What follows belongs to an exercise in optimizing a design on an open flow for small area; a production flow would make more cautious choices.
The RTL was checked by simulation tests, not by an equivalence proof against the original design.
No driver is modelled on the clock port, so clocking that relies on it looks cheaper here than on a real chip.

// pulse_oximeter
module pulse_oximeter (
    input             CLK,
    input             rst_n,
    input             Find_Setting,
    input      [7:0]  V_ADC,
    output reg [6:0]  DC_Comp,
    output reg [3:0]  PGA_Gain,
    output reg        LED_IR,
    output reg        LED_RED,
    output reg [19:0] Out_IR,
    output reg [19:0] Out_RED
);
export LEC_CHECK = 0
export CAP_MARGIN = 20
export CORE_MARGIN = 2
export CORE_UTILIZATION = 85
export PLACE_DENSITY = 0.9
export SLEW_MARGIN = 20
export SYNTH_HIERARCHICAL = 1
create_clock -name core_clock -period 15.0 [get_ports {CLK}]
standard.sh (not shown) runs the stock make flow with config.mk's settings and CLKGATE_MAP_FILE= SYNTH_SCRIPT=/design/flow/synth_recipe.tcl, a recipe that flattens the netlist after the stock synthesis.
==> flow/flow/run.sh <==
#!/bin/bash
# The standard layout (standard.sh), with these changes: the port buffers are
# made from the smallest buffer cell; the clock tree's sink buffers are
# clkbuf_8 (below a clkbuf_16 root), without dummy loads; and after clock
# tree synthesis, fix_clk.tcl replaces the clkbuf_8 that drive flip-flops
# with too high a clock slew by clkbuf_16.
set -e
export BUFFER_PORTS_ARGS="-buffer_cell sky130_fd_sc_hd__buf_1"
export CTS_ARGS='-sink_clustering_enable -repair_clock_nets -root_buf sky130_fd_sc_hd__clkbuf_16 -buf_list {sky130_fd_sc_hd__clkbuf_8} -sink_buffer_max_cap_derate 0.3 -dont_use_dummy_load'
bash standard.sh cts > standard_cts.log 2>&1
RES=$PWD/orfs/results/sky130hd/pulse_oximeter/base CLK_SLEW_PS=90 \
  openroad -no_init -exit flow/fix_clk.tcl > fix_clk.log 2>&1
bash standard.sh > standard.log 2>&1
==> flow/flow/fix_clk.tcl <==
# After clock tree synthesis: every clkbuf_8 of the clock tree that drives a
# flip-flop clock pin whose slew (with placement-estimated parasitics) is
# over the threshold is replaced by a clkbuf_16, and placement is legalised.
set res $::env(RES)
read_liberty $::env(FLOW_HOME)/platforms/sky130hd/lib/sky130_fd_sc_hd__tt_025C_1v80.lib
read_db $res/4_cts.odb
read_sdc $res/4_cts.sdc
source $::env(FLOW_HOME)/platforms/sky130hd/setRC.tcl
estimate_parasitics -placement
set th_ps $::env(CLK_SLEW_PS)
set fix {}
foreach pin [all_registers -clock_pins -edge_triggered] {
  set worst 0
  foreach edge {rise fall} {
    foreach analysis {min max} {
      set s [sta::time_ui_sta [get_property $pin slew_${analysis}_$edge]]
      set worst [expr {max($worst, $s * 1e12)}]
    }
  }
  if {$worst > $th_ps} {
    set net [get_nets -of_objects $pin]
    foreach d [get_pins -of_objects $net -filter "direction==output"] {
      set inst [get_cells -of_objects $d]
      if {[get_property $inst ref_name] eq "sky130_fd_sc_hd__clkbuf_8"} {
        dict set fix [get_full_name $inst] 1
      }
    }
  }
}
foreach name [dict keys $fix] {
  puts "upsize $name"
  replace_cell [get_cells $name] sky130_fd_sc_hd__clkbuf_16
}
puts "upsized [dict size $fix] clock buffers"
detailed_placement
check_placement -verbose
write_db $res/4_cts.odb
Change:
==> flow/flow/run.sh (replaced) <==
#!/bin/bash
# The standard layout (standard.sh), with two changes: the port buffers are
# made from the smallest buffer cell, and the clock tree is built without
# dummy loads.
set -e
export BUFFER_PORTS_ARGS="-buffer_cell sky130_fd_sc_hd__buf_1"
export CTS_ARGS='-sink_clustering_enable -repair_clock_nets -dont_use_dummy_load'
bash standard.sh > standard.log 2>&1
Settings changed: CORE_UTILIZATION 85 to 75, PLACE_DENSITY 0.9 to 0.8.
removed: flow/flow/fix_clk.tcl
The changed run went through all stages and came out clean.
Cell area went up by about 1.4%.
Routed wire length drops by 22%.
Clock-buffer cell count is unchanged.
Final cell count went up by 2.7%.
Via count goes down by 12%.
Worst setup slack improved by 0.58 ns.
Critical path depth does not change.

========
## run A
pulse_oximeter, a different RTL version from the one above (not shown whole).
Size in the first run: roughly 1100 cells after synthesis, ~190 flip-flops, about 64 I/O pins, about 15000 um2 of cells after synthesis.
==> flow/config.mk <==
export PLATFORM = sky130hd
export DESIGN_NAME = pulse_oximeter
export DESIGN_NICKNAME = pulse_oximeter
export VERILOG_FILES = /design/flow/design.v
export SDC_FILE = /design/flow/constraint.sdc
export NUM_CORES = 4
export LEC_CHECK = 0
export CAP_MARGIN = 20
export CORE_MARGIN = 2
export CORE_UTILIZATION = 65
export SLEW_MARGIN = 20
export SYNTH_HIERARCHICAL = 1
==> flow/constraint.sdc <==
create_clock -name core_clock -period 15.0 [get_ports {CLK}]
set_input_delay 3.0000 -clock core_clock [delete_from_list [all_inputs] [get_ports {CLK}]]
set_output_delay 3.0000 -clock core_clock [all_outputs]
set_load 0.01 [all_outputs]
==> flow/flow/run.sh <==
#!/bin/bash
# The standard layout (standard.sh), with the port buffers made from the
# smallest buffer cell.
set -e
export BUFFER_PORTS_ARGS="-buffer_cell sky130_fd_sc_hd__buf_1"
bash standard.sh > standard.log 2>&1
Modified inputs, run B compared to run A
==> flow/flow/run.sh <==
#!/bin/bash
# The standard layout (standard.sh), with two changes: the port buffers are
# made from the smallest buffer cell, and the clock tree may use clkbuf_8 as
# well as clkbuf_16, in smaller sink clusters, without dummy loads.
set -e
export BUFFER_PORTS_ARGS="-buffer_cell sky130_fd_sc_hd__buf_1"
export CTS_ARGS='-sink_clustering_enable -repair_clock_nets -root_buf sky130_fd_sc_hd__clkbuf_16 -buf_list {sky130_fd_sc_hd__clkbuf_8 sky130_fd_sc_hd__clkbuf_16} -sink_clustering_size 10 -sink_clustering_max_diameter 40 -dont_use_dummy_load'
bash standard.sh > standard.log 2>&1
--- outcome ---
- Sequential share of layout area ends up lower on run A.
- Each of the runs, namely run A and run B, reached the end of the flow and came out clean.
- Diff run A -> run B: global-route usage -0.18 points, wire length of the first global-routing pass went down about 0.57%, clock buffer instance count of the final layout lost 1.

==> re-timing with driven ports <==
Ports are ideal in the flow. The routed layouts listed here were re-timed in OpenROAD. Step 1 sets driving cells, clkbuf_16 on the clock port and buf_2 on the other inputs (assumed; they add their load-dependent delay and slew). Step 2 moves the port delays by t, midway between the first and last clock arrival at a register: inputs arrive t later, outputs are due t later. That takes back most of the time a late clock gives input paths. Slacks: ideal ports / drivers / drivers and shift; pairs: ideal ports / drivers.
| run | shift t [ns] | setup slack, ns | worst register clock-pin slew, ns | worst slew at a driven data input, ns | cell pins on the clock port's net |
|---|---|---|---|---|---|
| the first run of note 1 | 0.442 | 2.592 / 2.592 / 2.592 | 0.10 / 0.10 | 0.05 | 1 |
| the second run of note 1 | 0.470 | 3.167 / 3.167 / 3.167 | 0.08 / 0.08 | 0.03 | 1 |
| run A | 0.481 | 4.204 / 4.204 / 4.204 | 0.09 / 0.09 | 0.03 | 1 |
| run B | 0.469 | 4.221 / 4.221 / 4.221 | 0.09 / 0.09 | 0.03 | 1 |
After both steps every run listed still meets setup and hold.
